Context: an optimization exercise on an open-source flow, tuned for small area. The choices shown serve that exercise and are no tape-out recipe.
Function was checked by simulation only, so behaviour that the tests miss may differ from the original.
The flow treats the clock pin as an ideal source, which a real chip does not have.
No activity file was given, so power comes from the tool's default toggle rates.

Setup of run A:
// top_module
module top_module(
    input pause,
    input reset,
    input select,
    input adjust,
    input clk,
    output [6:0] disNum,
    output [3:0] select_digit,
    output [5:0] counter_sec,
    output clk_1hz
    );
For scale: about 170 cells after synthesis.
==> flow/config.mk <==
export PLATFORM = sky130hd
export DESIGN_NAME = top_module
export DESIGN_NICKNAME = top_module
export VERILOG_FILES = /design/flow/design.v
export SDC_FILE = /design/flow/constraint.sdc
export NUM_CORES = 4
export LEC_CHECK = 0
export ABC_AREA = 1
export CAP_MARGIN = 20
export CORE_MARGIN = 2
export CORE_UTILIZATION = 40
export PLACE_DENSITY = 0.9
export SLEW_MARGIN = 20
==> flow/constraint.sdc <==
create_clock -name core_clock -period 10.0 [get_ports {clk}]
set_input_delay 2.0000 -clock core_clock [delete_from_list [all_inputs] [get_ports {clk}]]
set_output_delay 2.0000 -clock core_clock [all_outputs]
set_load 0.01 [all_outputs]
standard.sh (not shown) runs the stock make flow with config.mk's settings and CLKGATE_MAP_FILE= SYNTH_SCRIPT=/design/flow/synth_recipe.tcl, a recipe that flattens the netlist after the stock synthesis.
==> flow/flow/run.sh <==
#!/bin/bash
# Layout flow: the standard ORFS flow (standard.sh) with
#  - synthesis: the standard flow's script, but abc maps with each of this folder's
#    abc_*.script files and keeps the smallest mapping (abc_pick.tcl),
#    and the half/full-adder extraction is skipped (ADDER_MAP_FILE empty);
#  - port buffers made from sky130_fd_sc_hd__buf_1;
#  - one tie cell shared by the constant outputs;
#  - the clock buffered by clk_tree.tcl (a few clock buffers fed by the clock
#    port, one per compact group of flip-flops) instead of CTS's H-tree; the
#    smallest choice whose estimated clock-pin slew is within CLK_SLEW_LIMIT.
# Each tool's output goes to a log file in this folder.
set -uo pipefail
here=$(pwd)
export FLOWDIR=$here/flow
export RESULTS=$here/orfs/results/sky130hd/top_module/base
{
  cat $FLOWDIR/abc_pick.tcl
  cat synth_recipe.tcl
} > my_synth.tcl
export BUFFER_PORTS_ARGS="-buffer_cell sky130_fd_sc_hd__buf_1"
args=(SYNTH_SCRIPT=$here/my_synth.tcl ADDER_MAP_FILE= SKIP_REPAIR_TIE_FANOUT=1)

bash standard.sh "${args[@]}" place > standard_place.log 2>&1 || exit 1

export CLK_SLEW_LIMIT=0.118
pick=""
for c in "4 clkbuf_2" "3 clkbuf_4" "1 clkbuf_16" "2 clkbuf_8" "4 clkbuf_4" "3 clkbuf_8"; do
  set -- $c
  s=$(CLK_GROUPS=$1 CLK_BUF=$2 openroad -no_init -exit $FLOWDIR/clk_pick.tcl 2>&1 | tee -a clk_pick.log | sed -n 's/^SLEW //p')
  echo "choice $c: slew $s" >> clk_pick.log
  if [[ -n "$s" ]] && awk -v s="$s" -v l="$CLK_SLEW_LIMIT" 'BEGIN { exit !(s <= l) }'; then pick="$c"; break; fi
done
[[ -z "$pick" ]] && pick="4 clkbuf_8"
echo "picked $pick" >> clk_pick.log
set -- $pick
export CLK_GROUPS=$1 CLK_BUF=$2
export PRE_CTS_TCL=$FLOWDIR/clk_tree.tcl
# CTS leaves nets already driven by a buffer from its list
export CTS_ARGS="-buf_list sky130_fd_sc_hd__$CLK_BUF -root_buf sky130_fd_sc_hd__$CLK_BUF -dont_use_dummy_load"

bash standard.sh "${args[@]}" finish > standard.log 2>&1
==> flow/flow/abc_am1.script <==
strash
&get -n
&deepsyn -T 30 -S 1
&put
dch -f
amap
topo
==> flow/flow/abc_am2.script <==
strash
&get -n
&deepsyn -T 30 -S 2
&put
dch -f
amap
topo
==> flow/flow/abc_am3.script <==
strash
&get -n
&deepsyn -T 30 -S 3
&put
dch -f
amap
topo
==> flow/flow/abc_am4.script <==
strash
&get -n
&deepsyn -T 30 -S 4
&put
dch -f
amap
topo
==> flow/flow/abc_nx1.script <==
strash
&get -n
&deepsyn -T 30 -S 1
&dch -f
&nf -p -R 1000 -F 8 -A 8 -C 32
&put
topo
==> flow/flow/abc_nx2.script <==
strash
&get -n
&deepsyn -T 30 -S 2
&dch -f
&nf -p -R 1000 -F 8 -A 8 -C 32
&put
topo
==> flow/flow/abc_nx3.script <==
strash
&get -n
&deepsyn -T 30 -S 3
&dch -f
&nf -p -R 1000 -F 8 -A 8 -C 32
&put
topo
==> flow/flow/abc_nx4.script <==
strash
&get -n
&deepsyn -T 30 -S 4
&dch -f
&nf -p -R 1000 -F 8 -A 8 -C 32
&put
topo
Other scripts of this flow, unchanged in this note and not shown: flow/flow/abc_ds1.script, flow/flow/abc_ds2.script, flow/flow/abc_ds3.script, flow/flow/abc_ds4.script, flow/flow/abc_nf.script, flow/flow/abc_pick.tcl, flow/flow/clk_pick.tcl, flow/flow/clk_tree.tcl
Run A: no failed stages, no open violations at the end
> inputs changed (run A -> run B)
-- flow/flow/run.sh --
<<< run A, line 23
bash standard.sh "${args[@]}" place > standard_place.log 2>&1 || exit 1

export CLK_SLEW_LIMIT=0.118
pick=""
for c in "4 clkbuf_2" "3 clkbuf_4" "1 clkbuf_16" "2 clkbuf_8" "4 clkbuf_4" "3 clkbuf_8"; do
  set -- $c
  s=$(CLK_GROUPS=$1 CLK_BUF=$2 openroad -no_init -exit $FLOWDIR/clk_pick.tcl 2>&1 | tee -a clk_pick.log | sed -n 's/^SLEW //p')
>>> run B, line 23
bash standard.sh "${args[@]}" place > standard_place.log 2>&1 || exit 1

export CLK_SLEW_LIMIT=0.112
pick=""
for c in "3 clkbuf_4" "1 clkbuf_16" "2 clkbuf_8" "4 clkbuf_4" "3 clkbuf_8"; do
  set -- $c
  s=$(CLK_GROUPS=$1 CLK_BUF=$2 openroad -no_init -exit $FLOWDIR/clk_pick.tcl 2>&1 | tee -a clk_pick.log | sed -n 's/^SLEW //p')
==> flow/flow/abc_ds5.script (new file) <==
strash
&get -n
&deepsyn -T 30 -S 5
&dch -f
&nf -p -R 1000
&put
topo
==> flow/flow/abc_ds6.script (new file) <==
strash
&get -n
&deepsyn -T 30 -S 6
&dch -f
&nf -p -R 1000
&put
topo
==> flow/flow/abc_ds7.script (new file) <==
strash
&get -n
&deepsyn -T 30 -S 7
&dch -f
&nf -p -R 1000
&put
topo
==> flow/flow/abc_ds8.script (new file) <==
strash
&get -n
&deepsyn -T 30 -S 8
&dch -f
&nf -p -R 1000
&put
topo
removed: flow/flow/abc_am1.script
removed: flow/flow/abc_am2.script
removed: flow/flow/abc_am3.script
removed: flow/flow/abc_am4.script
removed: flow/flow/abc_nx1.script
removed: flow/flow/abc_nx2.script
removed: flow/flow/abc_nx3.script
removed: flow/flow/abc_nx4.script
[summary]
- Every stage of the flow completed for run B, and the final layout passed the timing, design-rule and antenna checks.
- ~same routed length per placed instance in run A and run B
- Run B ended with more clock-net power than run A.
- Post-route fraction of the period consumed by the critical path: higher on run B
- In run B, final weighted congestion in routability-driven placement is lower than in run A.
- In the flow results for run A and run B, the area overhead of the layout relative to synthesis is smaller on run A.
- Re setup slack: run A and run B aren't equal, and the higher value belongs to run A.
> inputs changed (run B -> run C)
-- flow/flow/run.sh --
<<< run B, line 23
bash standard.sh "${args[@]}" place > standard_place.log 2>&1 || exit 1

export CLK_SLEW_LIMIT=0.112
pick=""
for c in "3 clkbuf_4" "1 clkbuf_16" "2 clkbuf_8" "4 clkbuf_4" "3 clkbuf_8"; do
  set -- $c
  s=$(CLK_GROUPS=$1 CLK_BUF=$2 openroad -no_init -exit $FLOWDIR/clk_pick.tcl 2>&1 | tee -a clk_pick.log | sed -n 's/^SLEW //p')
>>> run C, line 23
bash standard.sh "${args[@]}" place > standard_place.log 2>&1 || exit 1

export CLK_SLEW_LIMIT=0.118
pick=""
for c in "4 clkbuf_2" "3 clkbuf_4" "1 clkbuf_16" "2 clkbuf_8" "4 clkbuf_4" "3 clkbuf_8"; do
  set -- $c
  s=$(CLK_GROUPS=$1 CLK_BUF=$2 openroad -no_init -exit $FLOWDIR/clk_pick.tcl 2>&1 | tee -a clk_pick.log | sed -n 's/^SLEW //p')
Findings:
[compare] base=run B new=run C: average wire per cell in the routed design went down, final critical-path share of the clock period went up, wire length went down, power of the clock network went down, internal reg-to-reg setup slack did not really move. | fmax | run C vs run B | about 0.37% lower |.

## re-timing with driven ports
The flow's constraints put no driver on any port. The routed layouts listed below were extracted and timed again, unchanged, in two steps.
Step 1 sets driving cells, clkbuf_16 on the clock port and buf_2 on the other inputs (assumed; they add their load-dependent delay and slew).
Step 2, shift: input delay + t, output delay - t, t = (earliest + latest rising clock arrival at the registers) / 2. This alone moves slack from input paths to output paths.
Slacks: ideal ports / drivers / drivers and shift; pairs: ideal ports / drivers.
run	t (ns)	setup slack, ns	latest minus earliest clock arrival (ns)
run A	0.202	5.761 / 5.723 / 5.925	0.004 / 0.004
run B	0.192	5.639 / 5.601 / 5.793	0.009 / 0.008
run C	0.200	5.623 / 5.589 / 5.788	0.005 / 0.005
After both steps every run listed still meets setup and hold.
